Source: an optimization exercise on an open RTL-to-GDS flow (aim: small area, a short achievable clock period and few clock cycles). Production flows keep margins and buffers that such runs may drop. The RTL was checked by simulation tests, not by an equivalence proof against the original design. Power figures rest on the tool's default switching activity, not on a simulated workload.

==> design.v <==
`timescale 1ns / 1ps
module ALU(input [31:0]A, Bx,
			input sub,
			input [6:0]sel,
			output [31:0]Y,
			output Z);
	wire [31:0]s;
	wire co, s0;
	assign {co, s, s0} = {1'b0, A, 1'b1} + {1'b0, Bx, sub};
	wire [31:0]x = A ^ Bx;
	wire [31:0]o = A | Bx;
	wire lt = (A[31] ^ ~Bx[31]) ? A[31] : s[31];
	wire ltu = ~co;
	assign Z = (x == 32'h0);
	assign Y = ({32{sel[0]}} & s) |
	           ({32{sel[1]}} & (A & Bx)) |
	           ({32{sel[2]}} & o) |
	           ({32{sel[3]}} & x) |
	           ({32{sel[4]}} & ~o) |
	           {31'h0, (sel[5] & lt) | (sel[6] & ltu)};
endmodule
`timescale 1ns / 1ps
module RegisterFile_PipeLine(ReadReg1, ReadReg2, WriteReg, RegWrite, WriteData, clk, ReadData1, ReadData2);
	input [4:0]ReadReg1, ReadReg2, WriteReg;
	input clk, RegWrite;
	input [31:0]WriteData;
	output reg [31:0]ReadData1, ReadData2;
	reg [31:0]regfile[31:1];
	integer i;
	always @(*) begin
		ReadData1 = 32'h0;
		ReadData2 = 32'h0;
		for (i = 1; i < 32; i = i + 1) begin
			ReadData1 = ReadData1 | ({32{ReadReg1 == i}} & regfile[i]);
			ReadData2 = ReadData2 | ({32{ReadReg2 == i}} & regfile[i]);
		end
	end
	always @(posedge clk)
		if(RegWrite && WriteReg != 5'h00)
			regfile[WriteReg] <= WriteData;
endmodule
`timescale 1ns / 1ps
module Main_PipeLine(clk, reset, imem_addr, imem_rdata, dmem_addr, dmem_wdata, dmem_we, dmem_rdata);
	input clk, reset;
	output [31:0]imem_addr;
	input [31:0]imem_rdata;
	output [31:0]dmem_addr, dmem_wdata;
	output dmem_we;
	input [31:0]dmem_rdata;
	reg [9:0]pc;
	reg v_d;
	reg [31:0]ins_d;
	reg [9:0]pc_d, alt_d;
	reg pt_d;
	reg [31:0]a_e, b_e;
	reg sub_e;
	reg [6:0]sel_e;
	reg [4:0]dest_e;
	reg rw_e, mw_e, mr_e, br_e, bne_e, pt_e;
	reg [9:0]alt_e;
	reg [9:0]maddr_e;
	wire [31:0]aluy;
	wire eq;
	ALU alu(.A(a_e), .Bx(b_e), .sub(sub_e), .sel(sel_e), .Y(aluy), .Z(eq));
	assign dmem_addr = {20'h0, maddr_e, 2'b00};
	assign dmem_wdata = b_e;
	assign dmem_we = mw_e;
	wire [31:0]wb = aluy | ({32{mr_e}} & dmem_rdata);
	wire mis = br_e & (eq ^ bne_e ^ pt_e);
	wire [5:0]op = ins_d[31:26];
	wire [4:0]rs = ins_d[25:21];
	wire [4:0]rt = ins_d[20:16];
	wire [4:0]rd = ins_d[15:11];
	wire [5:0]fn = ins_d[5:0];
	wire rtype = (op == 6'd0);
	wire ialu = (op[5:3] == 3'b001);
	wire lw = (op == 6'd35);
	wire sw = (op == 6'd43);
	wire isbr = (op[5:1] == 5'b00010);
	wire [31:0]rf1, rf2;
	RegisterFile_PipeLine regfile(.ReadReg1(rs), .ReadReg2(rt), .WriteReg(dest_e), .RegWrite(rw_e),
		.WriteData(wb), .clk(clk), .ReadData1(rf1), .ReadData2(rf2));
	wire fa = rw_e && (dest_e == rs);
	wire fb = rw_e && (dest_e == rt);
	wire [31:0]ra = fa ? wb : rf1;
	wire [31:0]rb = fb ? wb : rf2;
	wire [11:0]maddr_d;
	assign maddr_d = rf1[11:0] + ins_d[11:0];
	wire stall = v_d && (lw || sw) && fa && ~mis;
	wire rw_d = (rtype && fn != 6'd0) || ialu || lw;
	wire [4:0]dest_d = rtype ? rd : rt;
	wire [6:0]sel_d;
	wire [3:0]code = rtype ? fn[3:0] :
	                 ialu ? (op[2] ? {2'b01, op[1:0]} : (op[1] ? {3'b101, op[0]} : 4'b0000)) :
	                 lw ? 4'b1111 : 4'b0000;
	assign sel_d[0] = (code[3:2] == 2'b00);
	assign sel_d[1] = (code == 4'b0100);
	assign sel_d[2] = (code == 4'b0101);
	assign sel_d[3] = (code == 4'b0110);
	assign sel_d[4] = (code == 4'b0111);
	assign sel_d[5] = (code == 4'b1010);
	assign sel_d[6] = (code == 4'b1011);
	wire sub_d = (code[3:1] == 3'b001) || code[3];
	wire sx_d = ~(ialu && op[2]);
	wire alusrc_d = ~rtype && ~isbr && ~sw;
	wire [31:0]imm_d = {{16{sx_d & ins_d[15]}}, ins_d[15:0]};
	wire [31:0]bx_d = (alusrc_d ? imm_d : rb) ^ {32{sub_d}};
	wire [31:0]ins = imem_rdata;
	wire isbr_f = (ins[31:27] == 5'b00010);
	wire [9:0]pc1 = pc + 10'd1;
	wire [9:0]tgt = pc1 + ins[9:0];
	wire pt_f = isbr_f && ((ins[25:21] == ins[20:16]) ? ~ins[26] : (ins[26] | ins[15]));
	wire [9:0]npc = mis ? alt_e : (stall ? pc_d : (pt_f ? tgt : pc1));
	assign imem_addr = {20'h0, pc, 2'b00};
	always @(posedge clk) begin
		ins_d <= ins;
		pc_d <= pc;
		pt_d <= pt_f;
		alt_d <= pt_f ? pc1 : tgt;
		a_e <= ra;
		b_e <= bx_d;
		sub_e <= sub_d;
		sel_e <= sel_d;
		dest_e <= dest_d;
		bne_e <= op[0];
		pt_e <= pt_d;
		alt_e <= alt_d;
		maddr_e <= maddr_d[11:2];
		if (reset) begin
			pc <= 10'h0;
			v_d <= 1'b0;
			rw_e <= 1'b0;
			mw_e <= 1'b0;
			mr_e <= 1'b0;
			br_e <= 1'b0;
		end else begin
			pc <= npc;
			v_d <= ~mis && ~stall;
			rw_e <= v_d && ~mis && ~stall && rw_d && (dest_d != 5'h0);
			mw_e <= v_d && ~mis && ~stall && sw;
			mr_e <= lw;
			br_e <= v_d && ~mis && isbr;
		end
	end
endmodule
==> run.sh <==
#!/bin/bash
# synth_recipe.tcl (not shown) runs the flow's synth.tcl, then flattens the netlist and writes it again
# the make line also repeats each setting of config.mk as NAME=value (left out here)
make -C /OpenROAD-flow-scripts/flow DESIGN_CONFIG=/design/flow/config.mk WORK_HOME=/design/flow/orfs CLKGATE_MAP_FILE= SYNTH_SCRIPT=/design/flow/synth_recipe.tcl finish
==> config.mk <==
export PLATFORM = sky130hd
export DESIGN_NAME = Main_PipeLine
export DESIGN_NICKNAME = Main_PipeLine
export VERILOG_FILES = /design/flow/design.v
export SDC_FILE = /design/flow/constraint.sdc
export NUM_CORES = 4
export LEC_CHECK = 0
export CAP_MARGIN = 20
export CORE_MARGIN = 2
export CORE_UTILIZATION = 30
export PLACE_DENSITY = 0.5
export SETUP_SLACK_MARGIN = 3.0
export SLEW_MARGIN = 20
export TNS_END_PERCENT = 5
==> constraint.sdc <==
create_clock -name core_clock -period 6.8 [get_ports {clk}]
set_input_delay 1.3600 -clock core_clock [delete_from_list [all_inputs] [get_ports {clk}]]
set_output_delay 1.3600 -clock core_clock [all_outputs]
set_load 0.01 [all_outputs]
==> run summary, run 1 <==
The flow ran to the end and the layout has no timing, DRC or antenna violations. The depth of the CTS H-tree came out at 4. Detailed placement ended at an HPWL of 157000 µm. Global routing used 29.9% of the available tracks across all layers.

The width of the chip is 419 µm. The number of ports placed on the die boundary came out at 163. The global placement routability congestion came out at 0.959. STA classifies the critical path endpoint as a register. The worst pin sits at a relative slew slack of 10.0%. The portion of synthesized cell area occupied by the leading cell type is 57.6%. Counting the fill cells in the layout gives 16400. The global-route wire length before repair is 359000 µm. The worst clock skew came out at 0.0431 ns. The y dimension of the die is 419 µm.

The wire length after detailed routing came out at 271000 µm. By count the netlist is led by sky130_fd_sc_hd__edfxtp_1, sky130_fd_sc_hd__a22oi_1, sky130_fd_sc_hd__nand2_1, sky130_fd_sc_hd__nor2_1, sky130_fd_sc_hd__dfxtp_1. The worst hold margin came out at 0.323 ns.

The TritonCTS sink count came out at 1159. The most critical setup path has its endpoint at b_e[14]. The clock edge transition at the registers on the reported setup and hold paths is 0.06 ns. The sum of negative setup slack is 0 ns.

The leakage power summed over all cells is 21.6 nW. In the final layout, the share of cells above drive strength 1 is 17.5%. Sorting the synthesized cells by area gives the leading types as sky130_fd_sc_hd__edfxtp_1, sky130_fd_sc_hd__a22oi_1, sky130_fd_sc_hd__dfxtp_1. In the routed layout, each cell is associated on average with a via count of 6.57. Counting along the longest clock path gives a buffer depth of 3. The synthesized cell area is 51700 µm². The detailed-router iteration count before antenna repair is 9. The number of buffers inserted for hold repair after clock tree synthesis came out at 0. At the worst endpoint, the required time is 7.45 ns. The class of the most critical hold timing path is reg2reg.

Clock latency on the worst-skew pair, taken at its later pin, is 0.79 ns. The final hold violation count came out at 0. Setup repair after global routing could not meet its margin everywhere. The number of cell rows came out at 152.

During synthesis, Yosys emitted a total of 2 warnings. The fraction of the yosys area taken by sequential cells is 64.1%. The power share of the combinational group came out at 16.6%.

The flop-to-flop setup slack came out at 2.72 ns. In this run the critical register-to-register path is captured at b_e[14]. The core area came out at 171000 µm². The highest ir drop seen on vdd is 0.000269 V. For this run, asynchronously set or reset flops after synthesis account for 0%. In this run the clock root is driven by a sky130_fd_sc_hd__clkbuf_16. The count of pins over their slew limit came out at 0. TritonCTS built the clock tree. The clock period could shrink to 4.08 ns. The net switching power of the design is 0.00551 W. A synthesized cell averages 12.9 µm². The type of element launching the critical path is a register. The count of cell types in the netlist is 83. The most frequently used cell type in the post-synthesis netlist is sky130_fd_sc_hd__edfxtp_1. The type of the worst setup path is reg2reg.

The initial antenna violation count came out at 19. Summing over every cut layer, the via total after detailed routing is 44400. The wire length per cell came out at 40.1 µm. The number of setup violations in the final report is 0. The number of cells on the worst reg-to-reg path came out at 10. The number of buffers inserted during clock tree synthesis came out at 133. The fraction of the cycle the final worst path needs is 60.0%.

The DRC violation count after routing is 0. For this run, the top clock speed supported by timing is 245 MHz. After technology mapping, the gate count stands at 4020. The most used flip-flop cell after synthesis is sky130_fd_sc_hd__edfxtp_1. The post-synthesis sequential element count is 1159.

The sequential fraction of design power is 45.6%. The internal power came out at 0.0139 W. The largest driver fanout on the critical path is 24. Cells fill 36.7% of the core in the end.

The critical path data arrival time is 4.73 ns. The via count of the first global-routing pass is 41100. Compared with the post-synthesis result, the final layout area differs by 21.7%. The number of port buffers is 118. The largest total area in the synthesized netlist belongs to sky130_fd_sc_hd__edfxtp_1. In this run the power density over the cells is 309 nW/µm².

The die area came out at 176000 µm². The max capacitance violation total came out at 0. The switching portion of total power is 28.4%.

The share of total power in the clock network came out at 37.8%. The count of flip-flops with a built-in enable after synthesis came out at 992. The initial DRC count came out at 10200. The effective utilization at floorplan is 30.2%. The number of nets at the end of the flow came out at 4482. For the pin with the worst max-slew slack, the measured transition is 1.34 ns. The post-place instance area is 56600 µm². The startpoint identified for the worst register-to-register timing path is ins_d[18]. The finished layout cell area came out at 62900 µm². The largest net degree at the start of global routing is 42.

The overflow left after global routing is 0. The number of antenna-violating nets in the routed design came out at 0. The start point of the critical path is ins_d[18].
layout make-up:
cell class,instances,area [µm²],share of cell area [%]
sequential,1159,33200,52.7
multi-input combinational,2485,18000,28.7
inverter,103,387,0.615
clock buffer,159,3590,5.71
timing repair buffer,447,3980,6.32
tap,2310,2890,4.60
clock inverter,78,807,1.28
antenna,9,22.5,0.0358
what timing repair did:
| item | CTS | global route |
|---|---|---|
| buffers inserted | 119 | 22 |
| pin swaps | 41 | 31 |
| gates resized for setup | 53 | 79 |
| setup endpoints to repair | 143 | 167 |
| gates cloned | 2 | 0 |
critical path: stages, from the launching register on:
cell,delay (ns)
sky130_fd_sc_hd__dfxtp_1,0.68
sky130_fd_sc_hd__nand2_2,0.43
sky130_fd_sc_hd__nor2_4,0.56
sky130_fd_sc_hd__buf_6,0.48
sky130_fd_sc_hd__a22oi_1,0.17
sky130_fd_sc_hd__nand3_1,0.13
sky130_fd_sc_hd__a21oi_1,0.07
sky130_fd_sc_hd__nand3_1,0.48
sky130_fd_sc_hd__o21ai_0,0.19
sky130_fd_sc_hd__a21oi_1,0.45
sky130_fd_sc_hd__xor2_1,0.30
cells in the final DEF, fill, tap and decap left out, types with 68 or more instances in the layout:
| cell type | n |
|---|---|
| sky130_fd_sc_hd__a21oi_1 | 83 |
| sky130_fd_sc_hd__a222oi_1 | 82 |
| sky130_fd_sc_hd__a22oi_1 | 796 |
| sky130_fd_sc_hd__buf_4 | 296 |
| sky130_fd_sc_hd__clkbuf_16 | 138 |
| sky130_fd_sc_hd__clkdlybuf4s50_1 | 118 |
| sky130_fd_sc_hd__dfxtp_1 | 147 |
| sky130_fd_sc_hd__edfxtp_1 | 992 |
| sky130_fd_sc_hd__inv_1 | 101 |
| sky130_fd_sc_hd__nand2_1 | 286 |
| sky130_fd_sc_hd__nand3_1 | 111 |
| sky130_fd_sc_hd__nand4_1 | 68 |
| sky130_fd_sc_hd__nor2_1 | 105 |
| sky130_fd_sc_hd__nor2_4 | 89 |
cell families after synthesis:
group / Yosys count / share of synthesized area (%)
compound gates: 1289 / 18.9
other cells: 1 / 0.00726
flops: 1159 / 64.1
fa+ha+maj: 87 / 2.15
simple gates: 914 / 8.48
mux: 60 / 1.22
buf+inv: 421 / 3.65
xor+xnor: 89 / 1.51
flip-flops by register name (all words and copies together), names as in the netlist, 5 cells and up:
| signal | cells |
|---|---|
| a_e | 32 |
| alt_d | 10 |
| alt_e | 10 |
| b_e | 32 |
| dest_e | 5 |
| ins_d | 32 |
| maddr_e | 10 |
| pc | 10 |
| pc_d | 10 |
| regfile.regfile | 992 |
| sel_e | 7 |
metrics by stage:
step | setup slack [ns] | power [W] | std cells
2_1_floorplan | 2.41 | 0.0105 | 4063
3_3_place_gp | 1.90 | 0.0119 | 6356
3_5_place_dp | 1.85 | 0.0119 | 6358
4_1_cts | 2.74 | 0.0192 | 6716
5_1_grt | 2.79 | 0.0199 | 6741
6_report | 2.72 | 0.0194 | 6750
how the worst min path moves through the flow:
stage | end | from | slack, ns | cells after the start
after detailed placement | alt_e[8] | alt_d[8] | 0.31 | 0
final | alt_e[8] | alt_d[8] | 0.32 | 0
after global routing | alt_e[8] | alt_d[8] | 0.33 | 0
after CTS | alt_e[8] | alt_d[8] | 0.32 | 0
after floorplan | alt_e[0] | alt_d[0] | 0.31 | 0
after global placement | alt_e[0] | alt_d[0] | 0.31 | 0
power by group through the flow:
stage | Clock, W | Combinational [W] | Sequential [W]
after floorplan | 0 | 0.00147 | 0.00902
after global placement | 0 | 0.00288 | 0.00900
after detailed placement | 0 | 0.00289 | 0.00901
after CTS | 0.00737 | 0.00298 | 0.00886
after global routing | 0.00765 | 0.00338 | 0.00887
final | 0.00734 | 0.00323 | 0.00886
metal layers:
layer / up-vias / wire length, µm / global-route usage [%] / part of all wire, %
li1: 16700 / - / - / -
met1: 21800 / 96600 / 37.5 / 36
met2: 4628 / 111000 / 42.9 / 41
met3: 1174 / 43600 / 12.9 / 16
met4: 16 / 19600 / 16.6 / 7.2
met5: - / 137 / 0 / 0.051
Testbench counts, summed over its fixed seeds: cycles 36,150.
==> run 2: changes to the inputs <==
--- a/design.v
+++ b/design.v
@@ -6,6 +6,12 @@
 			output Z);
 	wire [31:0]s;
-	wire co, s0;
-	assign {co, s, s0} = {1'b0, A, 1'b1} + {1'b0, Bx, sub};
+	wire co, s0, c16, hs0, hs1;
+	wire [15:0]h0, h1;
+	wire co0, co1;
+	assign {c16, s[15:0], s0} = {1'b0, A[15:0], 1'b1} + {1'b0, Bx[15:0], sub};
+	assign {co0, h0} = {1'b0, A[31:16]} + {1'b0, Bx[31:16]};
+	assign {co1, h1, hs1} = {1'b0, A[31:16], 1'b1} + {1'b0, Bx[31:16], 1'b1};
+	assign s[31:16] = c16 ? h1 : h0;
+	assign co = c16 ? co1 : co0;
 	wire [31:0]x = A ^ Bx;
 	wire [31:0]o = A | Bx;
@@ -21,6 +27,8 @@
 endmodule
 `timescale 1ns / 1ps
-module RegisterFile_PipeLine(ReadReg1, ReadReg2, WriteReg, RegWrite, WriteData, clk, ReadData1, ReadData2);
-	input [4:0]ReadReg1, ReadReg2, WriteReg;
+module RegisterFile_PipeLine(ReadHi1, ReadLo1, ReadHi2, ReadLo2, WriteReg, RegWrite, WriteData, clk, ReadData1, ReadData2);
+	input [3:0]ReadHi1, ReadHi2;
+	input [7:0]ReadLo1, ReadLo2;
+	input [4:0]WriteReg;
 	input clk, RegWrite;
 	input [31:0]WriteData;
@@ -32,6 +40,6 @@
 		ReadData2 = 32'h0;
 		for (i = 1; i < 32; i = i + 1) begin
-			ReadData1 = ReadData1 | ({32{ReadReg1 == i}} & regfile[i]);
-			ReadData2 = ReadData2 | ({32{ReadReg2 == i}} & regfile[i]);
+			ReadData1 = ReadData1 | ({32{ReadHi1[i / 8] & ReadLo1[i % 8]}} & regfile[i]);
+			ReadData2 = ReadData2 | ({32{ReadHi2[i / 8] & ReadLo2[i % 8]}} & regfile[i]);
 		end
 	end
@@ -53,4 +61,6 @@
 	reg [9:0]pc_d, alt_d;
 	reg pt_d;
+	reg [3:0]rshi_d, rthi_d;
+	reg [7:0]rslo_d, rtlo_d;
 	reg [31:0]a_e, b_e;
 	reg sub_e;
@@ -79,5 +89,5 @@
 	wire isbr = (op[5:1] == 5'b00010);
 	wire [31:0]rf1, rf2;
-	RegisterFile_PipeLine regfile(.ReadReg1(rs), .ReadReg2(rt), .WriteReg(dest_e), .RegWrite(rw_e),
+	RegisterFile_PipeLine regfile(.ReadHi1(rshi_d), .ReadLo1(rslo_d), .ReadHi2(rthi_d), .ReadLo2(rtlo_d), .WriteReg(dest_e), .RegWrite(rw_e),
 		.WriteData(wb), .clk(clk), .ReadData1(rf1), .ReadData2(rf2));
 	wire fa = rw_e && (dest_e == rs);
@@ -115,4 +125,8 @@
 	always @(posedge clk) begin
 		ins_d <= ins;
+		rshi_d <= 4'b0001 << ins[25:24];
+		rslo_d <= 8'b00000001 << ins[23:21];
+		rthi_d <= 4'b0001 << ins[20:19];
+		rtlo_d <= 8'b00000001 << ins[18:16];
 		pc_d <= pc;
 		pt_d <= pt_f;
--- a/config.mk
+++ b/config.mk
@@ -10,5 +10,5 @@
 export CORE_UTILIZATION = 30
 export PLACE_DENSITY = 0.5
-export SETUP_SLACK_MARGIN = 3.0
+export SETUP_SLACK_MARGIN = 3.5
 export SLEW_MARGIN = 20
 export TNS_END_PERCENT = 5
==> run summary, run 2 <==
The depth of the CTS H-tree came out at 4. Counting flops with an async set or reset pin after synthesis yields a share of 0%. The number of buffers inserted during clock tree synthesis is 132. The run finished with no timing, DRC or antenna violations. The growth of design area from synthesis to finish came out at 21.2%. The Yosys warning count came out at 2. In the global route stage, overall resource usage came out at 29.7%. The highest ir drop seen on vdd is 0.000236 V. The power share of the combinational group came out at 17.1%. The share of total power in the clock network is 37.4%. The worst hold margin came out at 0.325 ns. Max-cap violations in this run came to 0. In the finished design, the share of the clock period the worst path needs comes to 53.8%.

The effective utilization at floorplan is 30.2%. Ranked by total cell area, the synthesized netlist is headed by sky130_fd_sc_hd__edfxtp_1, sky130_fd_sc_hd__dfxtp_1, sky130_fd_sc_hd__a22oi_1. The register with the most flip-flops in the layout has 992 of them. The leakage power summed over all cells is 21.1 nW. The number of nets at the end of the flow came out at 4265. Fill cells in the final layout number 16300.

The internal power is 0.0141 W. Static timing analysis puts the maximum clock frequency at 273 MHz. The source-to-sink clock delay at the later pin of the worst-skew pair came out at 0.80 ns. Sorting the synthesized cells by how often they occur yields sky130_fd_sc_hd__edfxtp_1, sky130_fd_sc_hd__a22oi_1, sky130_fd_sc_hd__clkbuf_1, sky130_fd_sc_hd__a22o_1, sky130_fd_sc_hd__a221oi_1.

The TritonCTS clock tree is yes. The share of the core filled with cells in the final layout is 36.6%. The synthesized cell area is 51900 µm². The sequential fraction of design power is 45.4%. The worst clock skew is 0.0447 ns. The number of buffers between clock root and the deepest sink came out at 3. The via count of the first global-routing pass came to 41100. The number of ports placed on the die boundary came out at 163. The count of flip-flops with a built-in enable after synthesis is 992. The number of antenna-violating nets in the routed design came out at 0. At the worst endpoint, the required time is 7.45 ns.

The largest net degree at the start of global routing is 44. In the final timing run, aggregate negative setup slack is 0 ns. The global placement routability congestion is 0.936. The gate count of the mapped netlist is 3857. Ranked by flip-flop count, first place goes to regfile.regfile. The portion of synthesized cell area occupied by the leading cell type came out at 57.4%. The critical path data arrival time is 4.31 ns. For the pin with the worst max-slew slack, the measured transition is 1.17 ns. The type of element launching the critical path is a register.

Summed over all nets, the half-perimeter wirelength after detailed placement is 150000 µm. The initial DRC count is 10000. The detail-routed via count per cell came out at 6.80. The final hold violation count came out at 0. The tree built by TritonCTS fans out to 1183 sinks. In this run the power spent charging and discharging nets is 0.00558 W. The synthesized design contains 1183 register bits. The y dimension of the die is 420 µm. The master cell of the clock root buffer is sky130_fd_sc_hd__clkbuf_16.

The count of cell types in the netlist came out at 78. The overflow left after global routing came out at 0. The wire length per cell came out at 41.8 µm. By instance count, the leading cell after synthesis is sky130_fd_sc_hd__edfxtp_1. The power density over cell area came out at 313 nW/µm². The core area is 172000 µm². The critical path is of the reg2reg type. The worst setup path is captured at a register. The routed design has 273000 µm of wire. After detailed routing, the number of remaining DRC violations is 0. The top cell types in the final layout, fill and taps aside, are sky130_fd_sc_hd__edfxtp_1, sky130_fd_sc_hd__a22oi_1, sky130_fd_sc_hd__a22o_1. Leaving out fill and tap cells, the most frequent cell in the layout is sky130_fd_sc_hd__edfxtp_1. The number of cell rows is 152. The headroom to the max-slew limit came out at 21.1%.

The fraction of the yosys area taken by sequential cells is 64.7%. The fraction of layout cells with a size suffix above 1 is 17.8%. The die area is 176000 µm².

The detailed-router iteration count before antenna repair came out at 14. The largest total area in the synthesized netlist belongs to sky130_fd_sc_hd__edfxtp_1. The global-route wire length before repair is 358000 µm. The minimum period implied by the final worst setup slack is 3.66 ns.

In this run the worst hold path is classified as reg2reg. The number of setup violations in the final report is 0. The switching portion of total power came out at 28.3%. For this run, the leading register cell type out of synthesis is sky130_fd_sc_hd__edfxtp_1. The vias after detailed routing came out at 44400. The mean instance size in the synthesized netlist is 13.5 µm². The number of port buffers came out at 118. The initial antenna violation count is 23. The die is 420 µm wide. Setup repair after global routing could not meet its margin everywhere.

The largest driver fanout on the critical path came out at 12. The clock edge transition at the registers on the reported setup and hold paths came out at 0.06 ns. The count of pins over their slew limit came out at 0.
[run 2: cell count changes in the layout (fill, tap and decap cells not counted), sizes merged, moves of 71 or more]
| cell | previous run | this run |
|---|---|---|
| a22oi | 797 | 462 |
| nand2 | 291 | 110 |
| nor2 | 195 | 97 |
| and2 | 6 | 77 |
| a221oi | 53 | 228 |
| a22o | 51 | 233 |
| nand4 | 68 | 149 |
[run 2: layout make-up]
type                    count  area, µm²  share of cell area, %
repair buffers            403       3810                   6.06
clock inverters            82        850                   1.35
diodes                      3       7.51                 0.0119
multi-input cells        2295      17800                   28.2
inverters                  93        363                  0.577
repair inverters            3       22.5                 0.0358
well taps                2310       2890                   4.59
clock buffers             161       3550                   5.64
flip-flops and latches   1183      33700                   53.5
[run 2: routing by layer]
| metal | global-route usage (%) | vias up | part of all wire, % |
|---|---|---|---|
| met3 | 13.5 | 1397 | 17 |
| li1 | - | 16400 | - |
| met4 | 18.5 | 20 | 8.1 |
| met2 | 42.3 | 4864 | 40 |
| met5 | 0.750 | - | 0.11 |
| met1 | 36.4 | 21800 | 34 |
[run 2: cells by family after synthesis]
logic type | after synthesis | synth area share [%]
AOI/OAI and AO/OA | 1271 | 19.4
DFF | 1183 | 64.7
and+or+nand+nor | 743 | 7.65
buffers and inverters | 431 | 3.45
adders and majority gates | 88 | 2.18
xor gates and xnor gates | 79 | 1.33
muxes | 61 | 1.24
other | 1 | 0.00722
[run 2: repair_timing]
action,in CTS,in global routing
hold buffers,0,0
hold endpoints to repair,0,0
setup endpoints to repair,662,686
buffers inserted,102,18
pin swaps,57,23
gates resized for setup,207,66
cloned,12,6
[run 2: power by group through the flow]
stage / combinational [W] / sequential [W] / clock (W)
after floorplan: 0.00144 / 0.00910 / 0
after global placement: 0.00271 / 0.00911 / 0
after detailed placement: 0.00271 / 0.00911 / 0
after CTS: 0.00300 / 0.00895 / 0.00739
after global routing: 0.00349 / 0.00896 / 0.00766
final: 0.00337 / 0.00895 / 0.00738
[run 2: through the flow]
| step | instances | total power (W) | worst slack [ns] | area (µm²) |
|---|---|---|---|---|
| after floorplan | 3900 | 0.0105 | 2.34 | 52100 |
| after global placement | 6145 | 0.0118 | 2.27 | 56200 |
| after detailed placement | 6146 | 0.0118 | 2.23 | 56200 |
| after CTS | 6503 | 0.0193 | 3.19 | 62400 |
| after global routing | 6530 | 0.0201 | 3.15 | 62900 |
| final | 6533 | 0.0197 | 3.14 | 62900 |
[run 2: worst paths after layout]
path         depth (start not counted)    endpoint  slack [ns]      start
max                                 14  maddr_e[9]        3.14  rshi_d[3]
min                                  0    alt_e[1]        0.33   alt_d[1]
max reg2reg                         14  maddr_e[9]        3.14  rshi_d[3]
min reg2reg                          0    alt_e[1]        0.33   alt_d[1]
[run 2: worst max-delay path: stages, from the launching register on]
cell                       delay (ns)
sky130_fd_sc_hd__dfxtp_4         0.39
sky130_fd_sc_hd__buf_4           0.19
sky130_fd_sc_hd__and2_4          0.17
sky130_fd_sc_hd__buf_4           0.26
sky130_fd_sc_hd__a22o_1          0.28
sky130_fd_sc_hd__a221oi_1        0.37
sky130_fd_sc_hd__nand4_1         0.19
sky130_fd_sc_hd__or3_4           0.50
sky130_fd_sc_hd__ha_1            0.35
sky130_fd_sc_hd__nand3_1         0.08
sky130_fd_sc_hd__nand2_1         0.05
sky130_fd_sc_hd__a41o_1          0.24
sky130_fd_sc_hd__nor4_1          0.23
sky130_fd_sc_hd__nor3_1          0.10
sky130_fd_sc_hd__xnor2_1         0.14
Testbench counts of run 2, summed over its fixed seeds: cycles 36,150.
==> run 3: changes to the inputs <==
--- a/config.mk
+++ b/config.mk
@@ -9,5 +9,7 @@
 export CORE_MARGIN = 2
 export CORE_UTILIZATION = 30
-export PLACE_DENSITY = 0.5
+export CTS_CLUSTER_DIAMETER = 60
+export CTS_CLUSTER_SIZE = 30
+export PLACE_DENSITY = 0.6
 export SETUP_SLACK_MARGIN = 3.5
 export SLEW_MARGIN = 20
==> run summary, run 3 <==
The run finished with no timing, DRC or antenna violations. The y dimension of the die is 420 µm. The largest driver fanout on the critical path is 19. The number of buffers inserted for hold repair after clock tree synthesis is 0. The die area is 176000 µm².

The final hold violation count is 0. The growth of design area from synthesis to finish came out at 19.4%. The most frequently used cell type in the post-synthesis netlist is sky130_fd_sc_hd__edfxtp_1. After synthesis, the cell types taking the most area are sky130_fd_sc_hd__edfxtp_1, sky130_fd_sc_hd__dfxtp_1, sky130_fd_sc_hd__a22oi_1.

In the layout the commonest cells are sky130_fd_sc_hd__edfxtp_1, sky130_fd_sc_hd__a22oi_1, sky130_fd_sc_hd__a22o_1. The critical path required time is 7.43 ns. The clock edge transition at the registers on the reported setup and hold paths is 0.09 ns. Static timing analysis puts the maximum clock frequency at 278 MHz.

The cell type group with the largest total delay on the critical path is simple AND/OR/NAND/NOR gates. The wire-length estimate of the detail-placed layout is 144000 µm. After layout, the worst path uses 52.8% of the clock period. The worst hold margin is 0.331 ns. The source-to-sink clock delay at the later pin of the worst-skew pair came out at 0.76 ns.

The power density over cell area is 296 nW/µm². The finished layout cell area is 62000 µm². The clock tree synthesis step divided the H-tree into 3 levels. Global routing consumed, over all layers together, 28.1% of the routing resources. The number of buffers between clock root and the deepest sink came out at 3. The largest net degree at the start of global routing is 43. The gate count of the mapped netlist came out at 3857.

More flip-flops sit in one register than any other, and that register is regfile.regfile. The core area is 172000 µm². The number of antenna-violating nets in the routed design came out at 0. The initial utilization of the core area, before any placement, comes to 30.2%.

The type of the worst setup path is reg2reg. For this run, the number of Yosys warnings is 2. The slew of the pin with the lowest slew margin came out at 1.24 ns.

The die is 420 µm wide. TritonCTS built the clock tree. The buffer and inverter count on the worst path is 1.

The global-route wire length before repair came out at 343000 µm. The count of flip-flops with a built-in enable after synthesis is 992. For the worst setup path, the data arrival time is 4.22 ns. The number of cell rows came out at 152. The combined flip-flop and latch cell area came out at 33700 µm².

The share of the core filled with cells in the final layout is 36.1%. STA classifies the critical path endpoint as a register. The mean instance size in the synthesized netlist came out at 13.5 µm². The flop-to-flop setup slack came out at 3.21 ns. The fraction of layout cells with a size suffix above 1 came out at 17.7%.

The class of the most critical hold timing path is reg2reg. The worst pin sits at a relative slew slack of 16.5%. The sum of negative setup slack came out at 0 ns. The library cell used most frequently in the layout, excluding fill and tap cells, is sky130_fd_sc_hd__edfxtp_1.

The TritonCTS sink count came out at 1183. Before antenna repair, the detailed router went through 12 iterations. STA classifies the critical path startpoint as a register. The delay contributed by the slowest stage of the critical path is 0.80 ns. The count of filler cells inserted in the layout came out at 16300. The wire length per cell came out at 39.9 µm. The synthesized cell area is 51900 µm². Synthesis instantiated 78 different standard cells from the library. The initial DRC count came out at 10900. The initial antenna violation count came out at 28. The global placement routability congestion came out at 0.981. The count of pins over their slew limit came out at 0. The area occupied by multi-input gates came out at 17800 µm². The predominant post-synthesis flop cell is sky130_fd_sc_hd__edfxtp_1.

Among all stages on the critical path, the largest delay is contributed by sky130_fd_sc_hd__nor3_1. Of the synthesized area, sequential elements account for 64.7%. The worst register-to-register path begins at rthi_d[1]. The synthesized design spends more area on one cell type than any other, namely sky130_fd_sc_hd__edfxtp_1. The via count of the first global-routing pass is 40800. The post-synthesis sequential element count came out at 1183.

The share of flip-flops with an asynchronous set or reset came out at 0%. Setup violations remaining at the end of the flow were counted as 0. The highest ir drop seen on vdd came out at 0.000206 V. Following the worst setup path forward leads to its endpoint at b_e[0]. The number of nets at the end of the flow came out at 4226.

The number of ports placed on the die boundary came out at 163. The detail-routed via count per cell came out at 6.88. After detailed routing, the number of remaining DRC violations is 0. The routed layout has 44600 vias. The leakage power summed over all cells came out at 20.7 nW.

The critical path depth in cells came out at 9. Global routing finished with a remaining overflow of 0. The critical path goes through and2_2 -> buf_4 -> a22o_1 -> a221oi_1 -> nand4_1 -> nor3_1 -> a21oi_1 -> a22oi_2 -> xnor2_1. In this run the critical register-to-register path is captured at b_e[0]. Max-cap violations in this run came to 0.

The number of port buffers came out at 118. The minimum period implied by the final worst setup slack came out at 3.59 ns. The portion of synthesized cell area occupied by the leading cell type came out at 57.4%. The number of flip-flops under the largest register name is 992.

CTS placed an instance of sky130_fd_sc_hd__clkbuf_16 at the clock tree root. The post-place instance area is 56200 µm². The number of buffers inserted during clock tree synthesis came out at 93. The commonest cells after synthesis are sky130_fd_sc_hd__edfxtp_1, sky130_fd_sc_hd__a22oi_1, sky130_fd_sc_hd__clkbuf_1, sky130_fd_sc_hd__a22o_1, sky130_fd_sc_hd__a221oi_1. The number of cells on the worst reg-to-reg path is 9. The wire length after detailed routing is 259000 µm. Tracing the worst setup path back leads to its startpoint at rthi_d[1]. The clock arrives with 0.0495 ns of skew. Setup repair after global routing could not meet its margin everywhere.
[run 3: how the worst min path moves through the flow]
stage,start,endpoint,slack [ns],cells past startpoint
2_1_floorplan,alt_d[0],alt_e[0],0.31,0
3_3_place_gp,alt_d[1],alt_e[1],0.31,0
3_5_place_dp,alt_d[1],alt_e[1],0.31,0
4_1_cts,alt_d[5],alt_e[5],0.33,0
5_1_grt,alt_d[5],alt_e[5],0.34,0
6_report,alt_d[5],alt_e[5],0.33,0
[run 3: stage by stage]
step           instances  worst slack [ns]  power [W]
6_report            6485              3.21     0.0183
5_1_grt             6466              3.22     0.0187
4_1_cts             6432              3.20     0.0180
3_5_place_dp        6138              2.32     0.0118
3_3_place_gp        6137              2.41     0.0117
2_1_floorplan       3900              2.34     0.0105
[run 3: logic make-up (layout without fill, tap and decap cells)]
family | Yosys count | count (layout) | share of synthesized area [%]
compound gates | 1271 | 1271 | 19.4
flops | 1183 | 1183 | 64.7
simple gates | 743 | 754 | 7.65
buf+inv | 431 | 672 | 3.45
fa+ha+maj | 88 | 88 | 2.18
xor+xnor | 79 | 79 | 1.33
mux | 61 | 61 | 1.24
other cells | 1 | 67 | 0.00722
[run 3: timing repair]
action                                  in CTS  in global routing
endpoints found under the setup margin     642                662
cloned                                      10                  7
gates resized for setup                    194                 92
buffers inserted                           109                 23
pin swaps                                   54                 26
[run 3: routing by layer]
layer	wire length (µm)	vias up	GRT usage [%]
met2	103000	5216	40.4
met3	45100	1625	13.3
met5	354	-	0.583
met4	23800	30	18.6
li1	-	16300	-
met1	86100	21500	33.4
[run 3: layout make-up]
cell class	count	area share, %
clock inverter	75	1.74
inverter	93	0.581
multi-input combinational	2297	28.7
tap	2310	4.66
clock buffer	100	3.88
timing repair buffer	399	5.99
antenna	23	0.0928
sequential	1183	54.3
timing repair inverter	5	0.0565
[run 3: power breakdown]
| part | internal [W] | switching, W | total, W |
|---|---|---|---|
| Sequential | 0.00882 | 0.000119 | 0.00894 |
| Combinational | 0.000949 | 0.00227 | 0.00322 |
| Clock | 0.00291 | 0.00326 | 0.00616 |
| Total | 0.0127 | 0.00565 | 0.0183 |
==> run 4: changes to the inputs <==
--- a/config.mk
+++ b/config.mk
@@ -11,5 +11,5 @@
 export CTS_CLUSTER_DIAMETER = 60
 export CTS_CLUSTER_SIZE = 30
-export PLACE_DENSITY = 0.6
+export PLACE_DENSITY = 0.65
 export SETUP_SLACK_MARGIN = 3.5
 export SLEW_MARGIN = 20
==> run summary, run 4 <==
The flow ran to the end and the layout has no timing, DRC or antenna violations. The worst hold margin came out at 0.333 ns. Of all flip-flops after synthesis, the portion carrying an async set or reset was 0%. Setup repair after global routing could not meet its margin everywhere. The clock edge transition at the registers on the reported setup and hold paths is 0.10 ns. The sum of negative setup slack came out at 0 ns. Walking the worst path, the cells encountered are buf_6 -> and2_4 -> buf_6 -> a22o_1 -> a221oi_1 -> nand4_1 -> or3_4 -> ha_1 -> nand3_1 -> nand2_1 -> a41o_1 -> nor4_2 -> nor3_2 -> xnor2_1. Once detail routing completed, the nets flagged for antenna violations numbered 0. The leakage power summed over all cells came out at 20.7 nW. The max capacitance violation total is 0. At the end of routability-driven placement, the weighted congestion stood at 0.969. The width of the chip is 420 µm.

The depth of the CTS H-tree came out at 3. Static timing analysis puts the maximum clock frequency at 280 MHz. The most frequently used cell type in the post-synthesis netlist is sky130_fd_sc_hd__edfxtp_1. The initial antenna violation count was 24.

The detailed-router iteration count before antenna repair came out at 14. The critical path data arrival time is 4.18 ns. The detailed router finished its first iteration with 12300 violations. The worst clock skew came out at 0.0565 ns. The clock drives 1183 sinks. The worst pin sits at a relative slew slack of 18.1%.

The TritonCTS clock tree is yes. The number of port buffers came out at 118. After detailed routing, the average wire length per cell comes to 38.9 µm.

The post-place instance area is 56200 µm². The largest net degree at the start of global routing is 43. Setup violations remaining at the end of the flow were counted as 0.

The count of cell types in the netlist came out at 78. The type of element launching the critical path is a register. The wire length after detailed routing came out at 251000 µm. The finished layout cell area is 62200 µm². The fraction of layout cells with a size suffix above 1 is 18.0%. The number of flip-flops under the largest register name is 992. The number of ports placed on the die boundary came out at 163. Of all cell types, the one taking the most synthesized area is sky130_fd_sc_hd__edfxtp_1. The number of nets at the end of the flow came out at 4217. Counting every instance in the synthesized netlist gives 3857. In this run the cell area of the synthesized design comes to 51900 µm². The largest driver fanout on the critical path came out at 20.

Across all layers, the routed design uses 44800 vias. The count of pins over their slew limit came out at 0. For the worst setup path, the data required time is 7.41 ns.

The final hold violation count was 0. The fraction of the cycle the final worst path needs is 52.5%. The area occupied by multi-input gates came out at 18000 µm². The combined flip-flop and latch cell area is 33700 µm². The effective utilization at floorplan is 30.2%. The predominant post-synthesis flop cell is sky130_fd_sc_hd__edfxtp_1.

Among the stages of the critical path, the cell type that occurs most often is sky130_fd_sc_hd__buf_6. The die area is 176000 µm². The core area came out at 172000 µm². The largest individual stage delay along the critical path comes from the cell sky130_fd_sc_hd__or3_4. The master cell of the clock root buffer is sky130_fd_sc_hd__clkbuf_16. The number of buffers inserted during clock tree synthesis came out at 86. The flop-to-flop setup slack is 3.23 ns. Leaving out fill and tap cells, the most frequent cell in the layout is sky130_fd_sc_hd__edfxtp_1.

The endpoint kind of the worst setup timing path is a register. In the global route stage, overall resource usage came out at 26.9%. Across the VDD grid, the largest voltage drop is 0.000177 V.

The smallest clock period supported by the final layout is computed as 3.57 ns. During synthesis, Yosys emitted a total of 2 warnings. Detailed placement finished with a half-perimeter wire length of 137000 µm.

The fraction of the yosys area taken by sequential cells came out at 64.7%. The register with the most flip-flops in the final layout is regfile.regfile. The count of filler cells inserted in the layout came out at 16100. The detail-routed via count per cell came out at 6.94. The class of the most critical hold timing path is reg2reg. In this run the power density over the cells is 295 nW/µm².

The synthesized design contains 1183 register bits. The number of buffers inserted for hold repair after clock tree synthesis is 0. The portion of synthesized cell area occupied by the leading cell type is 57.4%.

The mean instance size in the synthesized netlist is 13.5 µm². After synthesis, the cell types taking the most area are sky130_fd_sc_hd__edfxtp_1, sky130_fd_sc_hd__dfxtp_1, sky130_fd_sc_hd__a22oi_1. By count the netlist is led by sky130_fd_sc_hd__edfxtp_1, sky130_fd_sc_hd__a22oi_1, sky130_fd_sc_hd__clkbuf_1, sky130_fd_sc_hd__a22o_1, sky130_fd_sc_hd__a221oi_1. The number of cell rows is 152. The largest single stage delay on the critical path is 0.51 ns. In the layout the commonest cells are sky130_fd_sc_hd__edfxtp_1, sky130_fd_sc_hd__a22oi_1, sky130_fd_sc_hd__a22o_1. The slew of the pin with the lowest slew margin came out at 1.22 ns. The overflow left after global routing came out at 0. The growth of design area from synthesis to finish came out at 19.8%. The DRC violation count after routing came out at 0. The critical path in this run is classified as reg2reg.

The via count of the first global-routing pass came out at 40500. The source-to-sink clock delay at the later pin of the worst-skew pair came out at 0.74 ns. The count of flip-flops with a built-in enable after synthesis is 992. The global-route wire length before repair came out at 331000 µm. The number of buffers between clock root and the deepest sink came out at 3. The y dimension of the die is 420 µm.
==> run 4: cell counts after synthesis <==
No cell type changed its count.
==> run 4: kinds of logic (layout without fill, tap and decap cells) <==
| family | Yosys count | count (layout) | share of synthesized area, % |
|---|---|---|---|
| AO/OA/AOI/OAI | 1271 | 1273 | 19.4 |
| other | 1 | 58 | 0.00722 |
| AND/OR/NAND/NOR | 743 | 753 | 7.65 |
| multiplexers | 61 | 61 | 1.24 |
| buffers and inverters | 431 | 652 | 3.45 |
| adder cells (fa/ha/maj) | 88 | 88 | 2.18 |
| flip-flops | 1183 | 1183 | 64.7 |
| XOR/XNOR | 79 | 79 | 1.33 |
==> run 4: per-layer routing <==
metal	track usage, %	share of wire [%]	up-vias	wire length, µm
li1	-	-	16200	-
met3	13.7	19	1803	48400
met5	0.111	0.16	-	391
met2	38.4	40	5535	99300
met1	31.0	31	21200	78500
met4	18.7	9.9	30	24800
==> run 4: power breakdown <==
part           switching (W)  internal, W
Clock                0.00321      0.00277
Combinational        0.00237      0.00105
Sequential          0.000114      0.00882
==> run 4: path summary, 6_finish.rpt <==
check                           startpoint         end  cells after the start
worst max-delay path             rshi_d[2]  maddr_e[9]                     14
worst max register to register   rshi_d[2]  maddr_e[9]                     14
worst min register to register    alt_d[6]    alt_e[6]                      0
worst min-delay path              alt_d[6]    alt_e[6]                      0
==> run 4: area by class of cell <==
type	count	share of cell area, %
Multi-Input combinational cell	2298	29.0
Timing Repair inverter	3	0.0322
Antenna cell	14	0.0563
Timing Repair Buffer	398	6.22
Tap cell	2310	4.65
Clock inverter	69	1.83
Clock buffer	89	3.51
Inverter	93	0.579
Sequential cell	1183	54.1
==> run 4: metrics by stage <==
stage | setup WS, ns | instances | util, % | power, W
2_1_floorplan | 2.34 | 3900 | - | 0.0105
3_5_place_dp | 2.35 | 6135 | 32.7 | 0.0117
6_report | 3.23 | 6457 | 36.2 | 0.0183
3_3_place_gp | 2.52 | 6134 | 32.7 | 0.0117
4_1_cts | 3.22 | 6351 | 35.3 | 0.0177
5_1_grt | 3.23 | 6444 | 36.2 | 0.0187
==> run 4: worst max-delay path: cells and delay by family, from the launching register on <==
kind | cells | cell delay, ns
xor gates and xnor gates | 1 | 0.12
and+or+nand+nor | 7 | 1.36
AOI/OAI and AO/OA | 3 | 0.79
buffers and inverters | 2 | 0.39
adders and majority gates | 1 | 0.36
DFF | 1 | 0.40
==> run 4: what timing repair did <==
| item | 4_1_cts | 5_1_grt |
|---|---|---|
| cloned | 8 | 12 |
| setup endpoints to repair | 652 | 617 |
| gates resized for setup | 144 | 204 |
| pin swaps | 26 | 62 |
| buffers inserted | 50 | 80 |

## re-timing with driven ports
How much do the figures lean on ideal ports? The routed layouts below were timed once more, with nothing changed but the port constraints.
Step 1, drivers: a clkbuf_16 drives clk and a buf_2 each remaining input, both assumed.
Step 2 also shifts input and output timing later by t, the mid clock arrival at the registers, as if the neighbouring blocks saw the same clock.
a / b / c = ideal ports / drivers / drivers and shift; a / b = the first two.
run	t (ns)	slack for setup (ns)	hold WS [ns]	worst register clock-pin slew, ns
run 1	0.853	2.720 / 2.720 / 2.508	0.323 / 0.323 / 0.323	0.07 / 0.07
run 2	0.861	3.139 / 3.139 / 2.570	0.325 / 0.325 / 0.325	0.07 / 0.07
run 3	0.835	3.207 / 3.207 / 2.867	0.331 / 0.331 / 0.331	0.11 / 0.11
run 4	0.790	3.229 / 3.229 / 2.858	0.333 / 0.333 / 0.333	0.11 / 0.11
After both steps setup and hold are still met in every run listed. For run 2, which loses most, drivers alone change the setup slack by 0.000 ns; drivers and shift together by -0.569 ns.
